This design comes from an exercise in tuning for small area on the open sky130 flow, not from production work. Only simulation tests tie the RTL to the original design; equivalence was not proved. Power is estimated from default activity; no workload was simulated.

<file path="design/flow/config.mk">
export PLATFORM = sky130hd
export DESIGN_NAME = ssl
export DESIGN_NICKNAME = ssl
export VERILOG_FILES = /design/flow/design.v
export SDC_FILE = /design/flow/constraint.sdc
export NUM_CORES = 4
export LEC_CHECK = 0
export CAP_MARGIN = 20
export CORE_MARGIN = 2
export CORE_UTILIZATION = 40
export PLACE_DENSITY = 0.6
export SLEW_MARGIN = 20
</file>
<file path="design/flow/constraint.sdc">
create_clock -name core_clock -period 10.0 [get_ports {CLK}]
set_input_delay 2.0000 -clock core_clock [delete_from_list [all_inputs] [get_ports {CLK}]]
set_output_delay 2.0000 -clock core_clock [all_outputs]
set_load 0.01 [all_outputs]
</file>
<file path="design/flow/design.v">
`timescale  100 ps / 10 ps
module M2_1B1_HXILINX_ssl (O, D0, D1, S0);
   output O;
   input  D0;
   input  D1;
   input  S0;
   reg O;
   always @ ( D0 or D1 or S0)
   begin
      case(S0)
      1'b0 : O <= !D0;
      1'b1 : O <=  D1;
      endcase
   end
endmodule
`timescale 1ns / 1ps
module openloop7bit_MUSER_ssl(CLK, 
                              reset, 
                              DIR, 
                              H1, 
                              H2, 
                              H3, 
                              PWM, 
                              A, 
                              AA, 
                              B, 
                              BB, 
                              C, 
                              CC);
    input CLK;
    input reset;
    input DIR;
    input H1;
    input H2;
    input H3;
    input [7:0] PWM;
   output A;
   output AA;
   output B;
   output BB;
   output C;
   output CC;
   wire H_1;
   wire H_2;
   wire H_3;
   wire XLXN_7;
   wire XLXN_8;
   wire XLXN_9;
   wire XLXN_10;
   wire XLXN_11;
   wire XLXN_12;
   wire XLXN_13;
   wire XLXN_15;
   wire XLXN_29;
   wire XLXN_31;
   wire XLXN_29_rise;
   OR2B1  XLXI_1 (.I0(H_1), 
                 .I1(H_2), 
                 .O(XLXN_7));
   AND2B1  XLXI_2 (.I0(H_1), 
                  .I1(H_2), 
                  .O(XLXN_10));
   OR2B1  XLXI_3 (.I0(H_3), 
                 .I1(H_1), 
                 .O(XLXN_9));
   OR2B1  XLXI_4 (.I0(H_2), 
                 .I1(H_3), 
                 .O(XLXN_8));
   AND2B1  XLXI_5 (.I0(H_2), 
                  .I1(H_3), 
                  .O(XLXN_11));
   AND2B1  XLXI_6 (.I0(H_3), 
                  .I1(H_1), 
                  .O(XLXN_12));
   AND2  XLXI_7 (.I0(XLXN_13), 
                .I1(XLXN_10), 
                .O(AA));
   AND2  XLXI_9 (.I0(XLXN_13), 
                .I1(XLXN_12), 
                .O(CC));
   AND2  XLXI_14 (.I0(XLXN_13), 
                 .I1(XLXN_11), 
                 .O(BB));
   VCC  XLXI_27 (.P(XLXN_15));
   (* HU_SET = "XLXI_70_0" *) 
   M2_1B1_HXILINX_ssl  XLXI_70 (.D0(H1), 
                               .D1(H1), 
                               .S0(DIR), 
                               .O(H_1));
   (* HU_SET = "XLXI_71_1" *) 
   M2_1B1_HXILINX_ssl  XLXI_71 (.D0(H2), 
                               .D1(H2), 
                               .S0(DIR), 
                               .O(H_2));
   (* HU_SET = "XLXI_72_2" *) 
   M2_1B1_HXILINX_ssl  XLXI_72 (.D0(H3), 
                               .D1(H3), 
                               .S0(DIR), 
                               .O(H_3));
   OR2B1  XLXI_81 (.I0(XLXN_13), 
                  .I1(XLXN_7), 
                  .O(A));
   OR2B1  XLXI_82 (.I0(XLXN_13), 
                  .I1(XLXN_8), 
                  .O(B));
   OR2B1  XLXI_84 (.I0(XLXN_13), 
                  .I1(XLXN_9), 
                  .O(C));
   pwm7bit  XLXI_85 (.clk(CLK), 
                    .ce(XLXN_29_rise), 
                    .rst_n(reset), 
                    .en(XLXN_15), 
                    .pwm_in(PWM[7:0]), 
                    .pwm_out(XLXN_13));
   Clock_Divider  XLXI_86 (.clk(CLK), 
                          .rst_n(reset), 
                          .en(XLXN_31), 
                          .clk_out(XLXN_29), 
                          .clk_rise(XLXN_29_rise));
   VCC  XLXI_87 (.P(XLXN_31));
endmodule
`timescale 1ns / 1ps
module closed_loop_MUSER_ssl(CLK, 
                             DIR, 
                             E1, 
                             E2, 
                             H1, 
                             H2, 
                             H3, 
                             pwm_in, 
                             reset, 
                             A, 
                             AA, 
                             B, 
                             BB, 
                             C, 
                             CC, 
                             speed);
    input CLK;
    input DIR;
    input E1;
    input E2;
    input H1;
    input H2;
    input H3;
    input [7:0] pwm_in;
    input reset;
   output A;
   output AA;
   output B;
   output BB;
   output C;
   output CC;
   output [7:0] speed;
   wire [7:0] XLXN_143;
   wire [7:0] speed_DUMMY;
   assign speed[7:0] = speed_DUMMY[7:0];
   openloop7bit_MUSER_ssl  XLXI_17 (.CLK(CLK), 
                                   .reset(reset), 
                                   .DIR(DIR), 
                                   .H1(H1), 
                                   .H2(H2), 
                                   .H3(H3), 
                                   .PWM(XLXN_143[7:0]), 
                                   .A(A), 
                                   .AA(AA), 
                                   .B(B), 
                                   .BB(BB), 
                                   .C(C), 
                                   .CC(CC));
   pid  XLXI_21 (.clk(CLK), 
                .enc(speed_DUMMY[7:0]), 
                .rst_n(reset), 
                .set_val(pwm_in[7:0]), 
                .pwm(XLXN_143[7:0]));
   decoder  XLXI_22 (.clk(CLK), 
                    .quadA(E1), 
                    .quadB(E2), 
                    .reset(reset), 
                    .total(speed_DUMMY[7:0]));
endmodule
`timescale 1ns / 1ps
module ssl(CLK, 
           DIR1, 
           DIR2, 
           DIR3, 
           DIR4, 
           E1_1, 
           E1_2, 
           E1_3, 
           E1_4, 
           E2_1, 
           E2_2, 
           E2_3, 
           E2_4, 
           H1_1, 
           H1_2, 
           H1_3, 
           H1_4, 
           H2_1, 
           H2_2, 
           H2_3, 
           H2_4, 
           H3_1, 
           H3_2, 
           H3_3, 
           H3_4, 
           reset, 
           Rx, 
           An1, 
           An2, 
           An3, 
           An4, 
           Ap1, 
           Ap2, 
           Ap3, 
           Ap4, 
           Bn1, 
           Bn2, 
           Bn3, 
           Bn4, 
           Bp1, 
           Bp2, 
           Bp3, 
           Bp4, 
           Cn1, 
           Cn2, 
           Cn3, 
           Cn4, 
           Cp1, 
           Cp2, 
           Cp3, 
           Cp4, 
           speed1, 
           speed2, 
           speed3, 
           speed4);
    input CLK;
    input DIR1;
    input DIR2;
    input DIR3;
    input DIR4;
    input E1_1;
    input E1_2;
    input E1_3;
    input E1_4;
    input E2_1;
    input E2_2;
    input E2_3;
    input E2_4;
    input H1_1;
    input H1_2;
    input H1_3;
    input H1_4;
    input H2_1;
    input H2_2;
    input H2_3;
    input H2_4;
    input H3_1;
    input H3_2;
    input H3_3;
    input H3_4;
    input reset;
    input Rx;
   output An1;
   output An2;
   output An3;
   output An4;
   output Ap1;
   output Ap2;
   output Ap3;
   output Ap4;
   output Bn1;
   output Bn2;
   output Bn3;
   output Bn4;
   output Bp1;
   output Bp2;
   output Bp3;
   output Bp4;
   output Cn1;
   output Cn2;
   output Cn3;
   output Cn4;
   output Cp1;
   output Cp2;
   output Cp3;
   output Cp4;
   output speed1;
   output speed2;
   output speed3;
   output speed4;
   wire XLXN_1;
   wire [7:0] XLXN_2;
   wire [7:0] XLXN_7;
   wire [7:0] XLXN_9;
   wire [7:0] XLXN_11;
   wire [7:0] XLXN_13;
   wire [7:0] XLXN_506;
   wire [7:0] XLXN_526;
   wire [7:0] XLXN_527;
   wire [7:0] XLXN_528;
   wire XLXN_529;
   wire XLXN_530;
   wire XLXN_531;
   wire XLXN_532;
   closed_loop_MUSER_ssl  XLXI_3 (.CLK(CLK), 
                                 .DIR(DIR4), 
                                 .E1(E1_4), 
                                 .E2(E2_4), 
                                 .H1(H1_4), 
                                 .H2(H2_4), 
                                 .H3(H3_4), 
                                 .pwm_in(XLXN_7[7:0]), 
                                 .reset(reset), 
                                 .A(Ap4), 
                                 .AA(An4), 
                                 .B(Bp4), 
                                 .BB(Bn4), 
                                 .C(Cp4), 
                                 .CC(Cn4), 
                                 .speed(XLXN_506[7:0]));
   closed_loop_MUSER_ssl  XLXI_4 (.CLK(CLK), 
                                 .DIR(DIR3), 
                                 .E1(E1_3), 
                                 .E2(E2_3), 
                                 .H1(H1_3), 
                                 .H2(H2_3), 
                                 .H3(H3_3), 
                                 .pwm_in(XLXN_9[7:0]), 
                                 .reset(reset), 
                                 .A(Ap3), 
                                 .AA(An3), 
                                 .B(Bp3), 
                                 .BB(Bn3), 
                                 .C(Cp3), 
                                 .CC(Cn3), 
                                 .speed(XLXN_526[7:0]));
   closed_loop_MUSER_ssl  XLXI_5 (.CLK(CLK), 
                                 .DIR(DIR2), 
                                 .E1(E1_2), 
                                 .E2(E2_2), 
                                 .H1(H1_2), 
                                 .H2(H2_2), 
                                 .H3(H3_2), 
                                 .pwm_in(XLXN_11[7:0]), 
                                 .reset(reset), 
                                 .A(Ap2), 
                                 .AA(An2), 
                                 .B(Bp2), 
                                 .BB(Bn2), 
                                 .C(Cp2), 
                                 .CC(Cn2), 
                                 .speed(XLXN_527[7:0]));
   closed_loop_MUSER_ssl  XLXI_6 (.CLK(CLK), 
                                 .DIR(DIR1), 
                                 .E1(E1_1), 
                                 .E2(E2_1), 
                                 .H1(H1_1), 
                                 .H2(H2_1), 
                                 .H3(H3_1), 
                                 .pwm_in(XLXN_13[7:0]), 
                                 .reset(reset), 
                                 .A(Ap1), 
                                 .AA(An1), 
                                 .B(Bp1), 
                                 .BB(Bn1), 
                                 .C(Cp1), 
                                 .CC(Cn1), 
                                 .speed(XLXN_528[7:0]));
   speed4motor  XLXI_15 (.clk(CLK), 
                        .received(XLXN_1), 
                        .rst_n(reset), 
                        .serial(XLXN_2[7:0]), 
                        .motor1(XLXN_13[7:0]), 
                        .motor2(XLXN_11[7:0]), 
                        .motor3(XLXN_9[7:0]), 
                        .motor4(XLXN_7[7:0]));
   UART_RX  XLXI_16 (.i_Clk(CLK), 
                    .i_Rst_n(reset), 
                    .i_RX_Serial(Rx), 
                    .o_RX_Byte(XLXN_2[7:0]), 
                    .o_RX_DV(XLXN_1));
   UART_TX  XLXI_48 (.i_Clk(CLK), 
                    .i_Rst_n(reset), 
                    .i_TX_Byte(XLXN_506[7:0]), 
                    .i_TX_DV(XLXN_529), 
                    .o_TX_Active(), 
                    .o_TX_Done(), 
                    .o_TX_Serial(speed4));
   UART_TX  XLXI_49 (.i_Clk(CLK), 
                    .i_Rst_n(reset), 
                    .i_TX_Byte(XLXN_526[7:0]), 
                    .i_TX_DV(XLXN_530), 
                    .o_TX_Active(), 
                    .o_TX_Done(), 
                    .o_TX_Serial(speed3));
   UART_TX  XLXI_50 (.i_Clk(CLK), 
                    .i_Rst_n(reset), 
                    .i_TX_Byte(XLXN_527[7:0]), 
                    .i_TX_DV(XLXN_531), 
                    .o_TX_Active(), 
                    .o_TX_Done(), 
                    .o_TX_Serial(speed2));
   UART_TX  XLXI_51 (.i_Clk(CLK), 
                    .i_Rst_n(reset), 
                    .i_TX_Byte(XLXN_528[7:0]), 
                    .i_TX_DV(XLXN_532), 
                    .o_TX_Active(), 
                    .o_TX_Done(), 
                    .o_TX_Serial(speed1));
   VCC  XLXI_56 (.P(XLXN_529));
   VCC  XLXI_57 (.P(XLXN_530));
   VCC  XLXI_58 (.P(XLXN_531));
   VCC  XLXI_59 (.P(XLXN_532));
endmodule
module OR2B1 (O, I0, I1);
   output O;
   input  I0, I1;
   assign O = !I0 | I1;
endmodule
module AND2B1 (O, I0, I1);
   output O;
   input  I0, I1;
   assign O = !I0 & I1;
endmodule
module AND2 (O, I0, I1);
   output O;
   input  I0, I1;
   assign O = I0 & I1;
endmodule
module VCC (P);
   output P;
   assign P = 1'b1;
endmodule
`timescale 1ns / 1ps
module pid(pwm, enc, set_val, clk, rst_n);
	parameter N = 8;
	output reg [N-1 : 0] pwm; 
	input [N-1 : 0] enc; 
	input [N-1 : 0] set_val;
	input clk;
	input rst_n;
	localparam signed [N-1 : 0] k1 = 40;				 
	localparam signed [N-1 : 0] k2 = 8;				 
	localparam signed [N-1 : 0] k3 = 2;				 
	reg signed [N-1 : 0] error;
	integer pwm_mid;
	integer pwm_old ;
	integer e_prev[1:2];
	integer actual ;
	integer target ;
always @ (posedge clk)
	begin
	 if(set_val[N-1])
		begin
			target[31 : N-1] <= {(33 - N){1'b1}};
			target[N-2 : 0] <= set_val[N-2 : 0];
		end
	 else
		begin
			target[31 : N-1] <= {(33 - N){1'b0}};
			target[N-2 : 0] <= set_val[N-2 : 0];
		end
	 if(enc[N-1])
		begin
			actual[31 : N-1] <= {(33 - N){1'b1}};
			actual[N-2 : 0] <= enc[N-2 : 0];
		end
	 else
		begin
			actual[31 : N-1] <= {(33 - N){1'b0}};
			actual[N-2 : 0] <= enc[N-2 : 0];
		end
	end
reg [17:0] ticker ;
wire click ;
always @ (posedge clk)
	begin
	 if(!rst_n)	ticker <= 0;
	 else if(ticker == 74999) 								 
		ticker <= 0;
	 else 
		ticker <= ticker + 1;
	end
assign click = ((ticker == 74998)||(ticker == 74999) ? 1'b1 : 1'b0);  
	always @ (posedge clk)
	begin
		error <= target - actual ;
		if (!rst_n)
		 begin
			pwm_old <= 0;
			pwm_mid <= 0;
			pwm <= 0;
			e_prev[1] <= 0;
			e_prev[2] <= 0;
		 end
		else if (click)
		 begin
			e_prev[2] <= e_prev[1];
			e_prev[1] <= error;
			pwm_old <= pwm_mid;
			pwm_mid <= pwm_old + k1*error - k2*e_prev[1] + k3*e_prev[2];		 
			if(pwm_mid[31])	pwm <= 0;
			else if(pwm_mid > 127) pwm <= 127;
			else pwm[N-1 : 0] <= pwm_mid[N-1 : 0] ;
		 end
	end
endmodule 
`timescale 1ns / 1ps
module decoder(clk, quadA, quadB, reset, total);
input clk, quadA, quadB, reset;
output [7:0]total;
reg [7:0] count;
reg [7:0] total;
reg [2:0] quadA_delayed, quadB_delayed;
always @(posedge clk) quadA_delayed <= {quadA_delayed[1:0], quadA};
always @(posedge clk) quadB_delayed <= {quadB_delayed[1:0], quadB};
wire count_enable = quadA_delayed[1] ^ quadA_delayed[2] ^ quadB_delayed[1] ^ quadB_delayed[2];
	 reg [17:0] ticker ;
	 wire click1 ;
	 wire click2 ;
always @ (posedge clk)
	begin
	 if(!reset)
		ticker <= 0;
	 else if(ticker == 74999) 								 
		ticker <= 0;
	 else 
		ticker <= ticker + 1;
	end
assign click1 = ((ticker == 74998)||(ticker == 74999) ? 1'b1 : 1'b0);  
assign click2 = ((ticker == 0) ? 1'b1 : 1'b0 ) ; 	  
always @ (posedge clk)
	begin
	 if(!reset)			total <= 0 ;
	 else if(click1)	total <= count ;
	end
always @ (posedge clk)
	if(!reset)			count <= 0;
	else if(click2)	count <= 8'b0 ;
	else
begin
  if(count_enable)
  begin
	 count <= count+1;
  end
end
endmodule
`timescale 1ns / 1ps
module pwm7bit(en , clk , ce , rst_n , pwm_out , pwm_in);
	input en ;
   input clk ;
   input ce ;
   input rst_n ;
   output wire pwm_out ;
   input [7:0] pwm_in ;
	reg [6:0] count ;
	reg pwm_out_r ;
   assign pwm_out = pwm_out_r;
  	always @(posedge clk)
	begin
	if (!rst_n)
	begin
		count <= 0 ;
		pwm_out_r <= 0;
	end
	else if (ce)
	begin
	if(en)
	begin
		count <= count + 1 ;
		pwm_out_r <= (pwm_in > count) ? 1 : 0 ;
	end
	else
		pwm_out_r <= 0 ;
	end
	end
endmodule
`timescale 1ns / 1ps
module Clock_Divider(en , clk , rst_n , clk_out , clk_rise);
	input en ;
   input clk ;
   input rst_n ;
   output wire clk_out ;
   output wire clk_rise ;
	reg [7:0] count ;
	reg clk_out_r ;
   assign clk_out = clk_out_r;
   assign clk_rise = en ? ((count > 40) && !clk_out_r) : !clk_out_r;
  	always @(posedge clk)
	begin
	if (!rst_n)
	begin
		count <= 0 ;
		clk_out_r <= 0;
	end
	else if(en)
	begin
		count <= count + 7'b1 ;
		if (count > 40)				 
		begin
		clk_out_r <= ~clk_out_r ;
		count <= 0 ;
		end
	end
	else								 
		clk_out_r <= ~clk_out_r ;
	end
endmodule
`timescale 1ns / 1ps
module speed4motor( serial, received, clk, rst_n, motor1, motor2, motor3, motor4 );
input clk;
input rst_n;
input received;
input wire [7 : 0] serial;
output reg [7 : 0] motor1 ;
output reg [7 : 0] motor2 ;
output reg [7 : 0] motor3 ;
output reg [7 : 0] motor4 ;
reg [1 : 0] count;
always @ (posedge clk)
	begin
	if (!rst_n)	begin
		motor1 <= 0;
		motor2 <= 0;
		motor3 <= 0;
		motor4 <= 0;
		count <= 0;
		end
	else	if(received)	begin
			count <= count + 1 ;
			case (count)
				2'b00 : motor1 <= serial ;
				2'b01 : motor2 <= serial ;
				2'b10 : motor3 <= serial ;
				2'b11 : motor4 <= serial ;
			endcase
			end
	end
endmodule 
`timescale 1ns / 1ps
module UART_RX #(parameter g_CLKS_PER_BIT = 868)
  (input i_Clk,
   input i_Rst_n,
   input i_RX_Serial,
   output o_RX_DV,
   output [7:0] o_RX_Byte);
  localparam s_Idle         = 3'd0;
  localparam s_RX_Start_Bit = 3'd1;
  localparam s_RX_Data_Bits = 3'd2;
  localparam s_RX_Stop_Bit  = 3'd3;
  localparam s_Cleanup      = 3'd4;
  reg [2:0] r_SM_Main;
  reg       r_RX_Data_R;
  reg       r_RX_Data;
  reg [9:0] r_Clk_Count;
  reg [2:0] r_Bit_Index;
  reg [7:0] r_RX_Byte;
  reg       r_RX_DV;
  always @(posedge i_Clk) begin
    r_RX_Data_R <= i_RX_Serial;
    r_RX_Data   <= r_RX_Data_R;
  end
  always @(posedge i_Clk) begin
    if (!i_Rst_n) begin
      r_SM_Main   <= s_Idle;
      r_Clk_Count <= 0;
      r_Bit_Index <= 0;
      r_RX_Byte   <= 0;
      r_RX_DV     <= 1'b0;
    end else begin
      case (r_SM_Main)
        s_Idle: begin
          r_RX_DV     <= 1'b0;
          r_Clk_Count <= 0;
          r_Bit_Index <= 0;
          if (r_RX_Data == 1'b0)
            r_SM_Main <= s_RX_Start_Bit;
          else
            r_SM_Main <= s_Idle;
        end
        s_RX_Start_Bit: begin
          if (r_Clk_Count == (g_CLKS_PER_BIT-1)/2) begin
            if (r_RX_Data == 1'b0) begin
              r_Clk_Count <= 0;
              r_SM_Main   <= s_RX_Data_Bits;
            end else
              r_SM_Main   <= s_Idle;
          end else begin
            r_Clk_Count <= r_Clk_Count + 1;
            r_SM_Main   <= s_RX_Start_Bit;
          end
        end
        s_RX_Data_Bits: begin
          if (r_Clk_Count < g_CLKS_PER_BIT-1) begin
            r_Clk_Count <= r_Clk_Count + 1;
            r_SM_Main   <= s_RX_Data_Bits;
          end else begin
            r_Clk_Count            <= 0;
            r_RX_Byte[r_Bit_Index] <= r_RX_Data;
            if (r_Bit_Index < 7) begin
              r_Bit_Index <= r_Bit_Index + 1;
              r_SM_Main   <= s_RX_Data_Bits;
            end else begin
              r_Bit_Index <= 0;
              r_SM_Main   <= s_RX_Stop_Bit;
            end
          end
        end
        s_RX_Stop_Bit: begin
          if (r_Clk_Count < g_CLKS_PER_BIT-1) begin
            r_Clk_Count <= r_Clk_Count + 1;
            r_SM_Main   <= s_RX_Stop_Bit;
          end else begin
            r_RX_DV     <= 1'b1;
            r_Clk_Count <= 0;
            r_SM_Main   <= s_Cleanup;
          end
        end
        s_Cleanup: begin
          r_SM_Main <= s_Idle;
          r_RX_DV   <= 1'b0;
        end
        default: r_SM_Main <= s_Idle;
      endcase
    end
  end
  assign o_RX_DV   = r_RX_DV;
  assign o_RX_Byte = r_RX_Byte;
endmodule
`timescale 1ns / 1ps
module UART_TX #(parameter g_CLKS_PER_BIT = 868)
  (input i_Clk,
   input i_Rst_n,
   input i_TX_DV,
   input [7:0] i_TX_Byte,
   output reg o_TX_Active,
   output reg o_TX_Serial,
   output o_TX_Done);
  localparam s_Idle         = 3'd0;
  localparam s_TX_Start_Bit = 3'd1;
  localparam s_TX_Data_Bits = 3'd2;
  localparam s_TX_Stop_Bit  = 3'd3;
  localparam s_Cleanup      = 3'd4;
  reg [2:0] r_SM_Main;
  reg [9:0] r_Clk_Count;
  reg [2:0] r_Bit_Index;
  reg [7:0] r_TX_Data;
  reg       r_TX_Done;
  always @(posedge i_Clk) begin
    if (!i_Rst_n) begin
      r_SM_Main   <= s_Idle;
      r_Clk_Count <= 0;
      r_Bit_Index <= 0;
      r_TX_Data   <= 0;
      r_TX_Done   <= 1'b0;
      o_TX_Active <= 1'b0;
      o_TX_Serial <= 1'b1;
    end else begin
      case (r_SM_Main)
        s_Idle: begin
          o_TX_Active <= 1'b0;
          o_TX_Serial <= 1'b1;          
          r_TX_Done   <= 1'b0;
          r_Clk_Count <= 0;
          r_Bit_Index <= 0;
          if (i_TX_DV == 1'b1) begin
            r_TX_Data <= i_TX_Byte;
            r_SM_Main <= s_TX_Start_Bit;
          end else
            r_SM_Main <= s_Idle;
        end
        s_TX_Start_Bit: begin
          o_TX_Active <= 1'b1;
          o_TX_Serial <= 1'b0;
          if (r_Clk_Count < g_CLKS_PER_BIT-1) begin
            r_Clk_Count <= r_Clk_Count + 1;
            r_SM_Main   <= s_TX_Start_Bit;
          end else begin
            r_Clk_Count <= 0;
            r_SM_Main   <= s_TX_Data_Bits;
          end
        end
        s_TX_Data_Bits: begin
          o_TX_Serial <= r_TX_Data[r_Bit_Index];
          if (r_Clk_Count < g_CLKS_PER_BIT-1) begin
            r_Clk_Count <= r_Clk_Count + 1;
            r_SM_Main   <= s_TX_Data_Bits;
          end else begin
            r_Clk_Count <= 0;
            if (r_Bit_Index < 7) begin
              r_Bit_Index <= r_Bit_Index + 1;
              r_SM_Main   <= s_TX_Data_Bits;
            end else begin
              r_Bit_Index <= 0;
              r_SM_Main   <= s_TX_Stop_Bit;
            end
          end
        end
        s_TX_Stop_Bit: begin
          o_TX_Serial <= 1'b1;
          if (r_Clk_Count < g_CLKS_PER_BIT-1) begin
            r_Clk_Count <= r_Clk_Count + 1;
            r_SM_Main   <= s_TX_Stop_Bit;
          end else begin
            r_TX_Done   <= 1'b1;
            r_Clk_Count <= 0;
            r_SM_Main   <= s_Cleanup;
          end
        end
        s_Cleanup: begin
          o_TX_Active <= 1'b0;
          r_TX_Done   <= 1'b1;
          r_SM_Main   <= s_Idle;
        end
        default: r_SM_Main <= s_Idle;
      endcase
    end
  end
  assign o_TX_Done = r_TX_Done;
endmodule
</file>
<file path="design/flow/run.sh">
#!/bin/bash
# synth_recipe.tcl (not shown) runs the flow's synth.tcl, then flattens the netlist and writes it again
# the make line also repeats each setting of config.mk as NAME=value (left out here)
make -C /OpenROAD-flow-scripts/flow DESIGN_CONFIG=/design/flow/config.mk WORK_HOME=/design/flow/orfs CLKGATE_MAP_FILE= SYNTH_SCRIPT=/design/flow/synth_recipe.tcl finish
</file>
==> out/summary.txt <==
========================================================================================
Commonest non-fill, non-tap cell in the layout                              sky130_fd_sc_hd__dfxtp_1
Synth Register Bits                                                                  909
N_diodes                                                                               0
Layout-stage area growth over the synthesis result                                 12.0%
Port Buffers                                                                          54
Number of instances in the synthesized netlist                                     5,769
Final GP Congestion                                                                0.856
Leading cell types in the layout, fill and taps excluded                    sky130_fd_sc_hd__dfxtp_1, sky130_fd_sc_hd__nand2_1, sky130_fd_sc_hd__nor2_1, sky130_fd_sc_hd__inv_1, sky130_fd_sc_hd__a21oi_1
Setup repair after global routing missed its margin                                false
Number of nets in the layout                                                       6,305
Final setup violation count                                                            0
Routed length on met2                                                          45,500 um
Average vias per placed instance                                                    4.98
Cell with the largest stage delay on the worst path                         sky130_fd_sc_hd__fa_1
CTS Buffer Depth                                                                       3
Total number of yosys warnings                                                         9
Pre-antenna DRT Iters                                                                  5
Max-capacitance violation count                                                        0
Detail-routed net length per standard cell                                       13.3 um
Status                                                          timing/DRC/antenna clean
CTS tree                                                                           built
EDFF count, synth                                                                      0
HPWL Detailed                                                                  68,000 um
Number of antenna violations at the first check in global routing                      0
Share of synthesized registers carrying an async set or reset                         0%
Global-route wire length before repair                                        173,000 um
Standard-cell row count                                                              128
Cell-by-cell listing of the critical path                                   ha_1 > ha_1 > fa_1 > a21o_1 > a21oi_1 > nor2b_1 > o21a_1 > o21ai_0 > xor2_1 > inv_1 > fa_1 > ha_1 > a21o_1 > a21o_1 > a21oi_1 > a21oi_1 > a211oi_1 > nand2_1 > a41oi_1 > xor2_1 > a21oi_1
Cell at the root of the clock tree                                          sky130_fd_sc_hd__clkbuf_16
Count of antenna-violating nets left after detailed routing                            0
Filler cell count in the final layout                                             11,800
Die footprint                                                                  0.126 mm2
Clock Sinks                                                                          909
Final WL                                                                       99,000 um
Portion of the clock cycle consumed by the worst path in the final layout          58.5%
Leakage component of the power                                                   21.6 nW
Avg Synthesized Cell Area                                                       8.51 um2
Number of gates resized after CTS                                                      0
CP Data Required Time                                                          10,520 ps
Skew-Pair Late Insertion Delay                                                    690 ps
Vias post-DR                                                                      37,200
Worst-case setup slack after placement                                           4140 ps
Ys flop type                                                                sky130_fd_sc_hd__dfxtp_1
Worst Skew                                                                       37.5 ps
Setup total negative slack                                                          0 ps
I/O pin count                                                                         55
Maximum level of the CTS H-tree                                                        3
Count of placed standard cells including taps                                      7,274
DRT met1 WL                                                                    48,500 um
Die Y                                                                             354 um
Area occupied by registers                                                    0.0182 mm2
Proportion of layout cells with a drive suffix above 1                             4.28%
Initial detailed-routing violation count                                           1,933
Setup slack of the most critical reg-to-reg path                                 4150 ps
Drt drc                                                                                0
Max-slew violation count                                                               0
Worst path max stage delay                                                        570 ps
WP data arrival                                                                  6370 ps
Sequential area share after synthesis                                              37.1%
Crit path capture type                                                              flop
Worst path setup slack after routing                                             4150 ps
Final global-route overflow total                                                      0
Fmax                                                                           0.171 GHz
Maximum number of pins on one net before global-route repair                         185
Hold violation count in the final report                                               0
Initial Utilization                                                                40.3%
Global routing usage summed across all routing layers                              15.8%
Hold-fix buffers at CTS                                                                0
Final cell count without fillers                                                   7,464
Detail Route met3 WL                                                             2940 um
Worst hold path type                                                        flop to flop
Worst voltage drop across the vdd grid                                            134 uV
Cell Area, Synth                                                              0.0491 mm2
Post-layout total power                                                          7.98 mW
Category of the worst setup path launch point                                       flop
Post-CTS repair timing setup buffer count                                              0
CTS buffer count                                                                     101
Cell repeated most along the worst path                                     sky130_fd_sc_hd__a21oi_1
Worst setup path class                                                      flop to flop
Via count of the first global-routing pass                                        36,000
Clock transition at the registers of the reported paths                            60 ps
Time the final worst path needs with I/O delays and setup                        5850 ps
DR top layer                                                                        met4
Actual slew at the worst max-slew pin                                            1030 ps
Worst slew margin relative to its limit                                            31.5%
Power density normalized to cell area                                         145 mW/mm2
Distinct cells, synth                                                                 76
Core ar.                                                                       0.122 mm2
Crit path max fanout                                                                   9
Width of the chip                                                                 354 um
Combined area of the multi-input logic cells                                  0.0282 mm2
========================================================================================
critical path, delay by kind of cell (launching register included):
family | cells | cell delay [ps]
buf+inv | 1 | 420
xor+xnor | 2 | 590
fa+ha+maj | 5 | 1880
compound gates | 11 | 2110
flops | 1 | 390
simple gates | 2 | 280
cell type report:
class                      count  area share, %
sequential                   909           33.1
timing repair buffer          86           1.43
clock buffer                 138           5.29
inverter                     535           3.67
tap                         1625           3.70
multi-input combinational   4120           51.3
clock inverter                51           1.47
synth_stat cells, types with 28 or more instances:
| master | count | area, um2 |
|---|---|---|
| sky130_fd_sc_hd__fa_1 | 235 | 4700 |
| sky130_fd_sc_hd__xor2_1 | 170 | 1490 |
| sky130_fd_sc_hd__nand2b_1 | 31 | 194 |
| sky130_fd_sc_hd__nand2_1 | 833 | 3130 |
| sky130_fd_sc_hd__and2_1 | 38 | 238 |
| sky130_fd_sc_hd__nand4_1 | 71 | 444 |
| sky130_fd_sc_hd__nor2_1 | 563 | 2110 |
| sky130_fd_sc_hd__nand3b_1 | 28 | 210 |
| sky130_fd_sc_hd__inv_1 | 534 | 2000 |
| sky130_fd_sc_hd__nor2b_1 | 34 | 213 |
| sky130_fd_sc_hd__clkbuf_1 | 195 | 732 |
| sky130_fd_sc_hd__nor4_1 | 54 | 338 |
| sky130_fd_sc_hd__mux2i_1 | 83 | 831 |
| sky130_fd_sc_hd__or3_1 | 28 | 175 |
| sky130_fd_sc_hd__dfxtp_1 | 909 | 18200 |
| sky130_fd_sc_hd__a21o_1 | 98 | 736 |
| sky130_fd_sc_hd__xnor2_1 | 211 | 1850 |
| sky130_fd_sc_hd__and3_1 | 73 | 457 |
| sky130_fd_sc_hd__nand3_1 | 179 | 896 |
| sky130_fd_sc_hd__a21oi_1 | 525 | 2630 |
| sky130_fd_sc_hd__nor3_1 | 96 | 480 |
| sky130_fd_sc_hd__ha_1 | 290 | 3630 |
| sky130_fd_sc_hd__a31oi_1 | 32 | 200 |
| sky130_fd_sc_hd__o21ai_0 | 182 | 911 |
power by group:
group	leakage [nW]	switching, mW	total (mW)	internal, mW
sequential	7.35	0.0336	3.69	3.66
combinational	12.5	0.146	0.237	0.0910
clock	1.80	1.59	4.05	2.47
through the flow:
stage	area [um2]	hold slack (ps)	utilization, %
after floorplan	49100	310	-
after global placement	51200	310	42.0
after detailed placement	51300	314	42.1
after CTS	55000	329	45.1
after global routing	55000	333	45.1
final	55000	326	45.1
metal layers:
| layer | GRT usage (%) | vias up |
|---|---|---|
| li1 | - | 19200 |
| met1 | 21.8 | 17500 |
| met2 | 26.3 | 410 |
| met3 | 2.23 | 137 |
| met4 | 3.70 | 0 |
| met5 | 0 | - |
registers in the layout (all words and copies together), names as in the netlist, 32 cells and up:
name and count:
XLXI_4.XLXI_21.pwm_old 32, XLXI_3.XLXI_21.pwm_old 32, XLXI_6.XLXI_21.pwm_mid 32, XLXI_5.XLXI_21.pwm_old 32, XLXI_4.XLXI_21.pwm_mid 32, XLXI_3.XLXI_21.pwm_mid 32, XLXI_5.XLXI_21.pwm_mid 32, XLXI_6.XLXI_21.pwm_old 32
cell families after synthesis:
family / Yosys count / synth area share (%)
muxes: 91 / 2.06
xor gates and xnor gates: 381 / 6.80
adders and majority gates: 525 / 17.0
AOI/OAI and AO/OA: 1014 / 12.0
buffers and inverters: 747 / 5.71
DFF: 909 / 37.1
and+or+nand+nor: 2101 / 19.4
other: 1 / 0.00764
worst paths after layout:
path / from / endpoint / cells past startpoint
min reg2reg: XLXI_6.XLXI_22.quadA_delayed[0] / XLXI_6.XLXI_22.quadA_delayed[1] / 0
max reg2reg: XLXI_4.XLXI_21.error[1] / XLXI_4.XLXI_21.pwm_mid[29] / 21
max: XLXI_4.XLXI_21.error[1] / XLXI_4.XLXI_21.pwm_mid[29] / 21
min: XLXI_6.XLXI_22.quadA_delayed[0] / XLXI_6.XLXI_22.quadA_delayed[1] / 0

-- what the ideal ports hide --
Ports are ideal in the flow. The routed layout listed here was re-timed in OpenROAD.
Step 1 sets driving cells, clkbuf_16 on the clock port and buf_2 on the other inputs (assumed; they add their load-dependent delay and slew).
Step 2 moves the port delays by t, midway between the first and last clock arrival at a register: inputs arrive t later, outputs are due t later. That takes back most of the time a late clock gives input paths.
Three values: ideal, step 1, step 2; two values: the first two.
shift t [ns]: 0.740
setup WS [ns]: 4.148 / 4.148 / 4.148
worst setup path after step 2: register to register
worst register clock-pin slew, ns: 0.07 / 0.07
After both steps setup and hold are still met in this run. For this run, drivers alone change the setup slack by 0.000 ns; drivers and shift together by 0.000 ns.
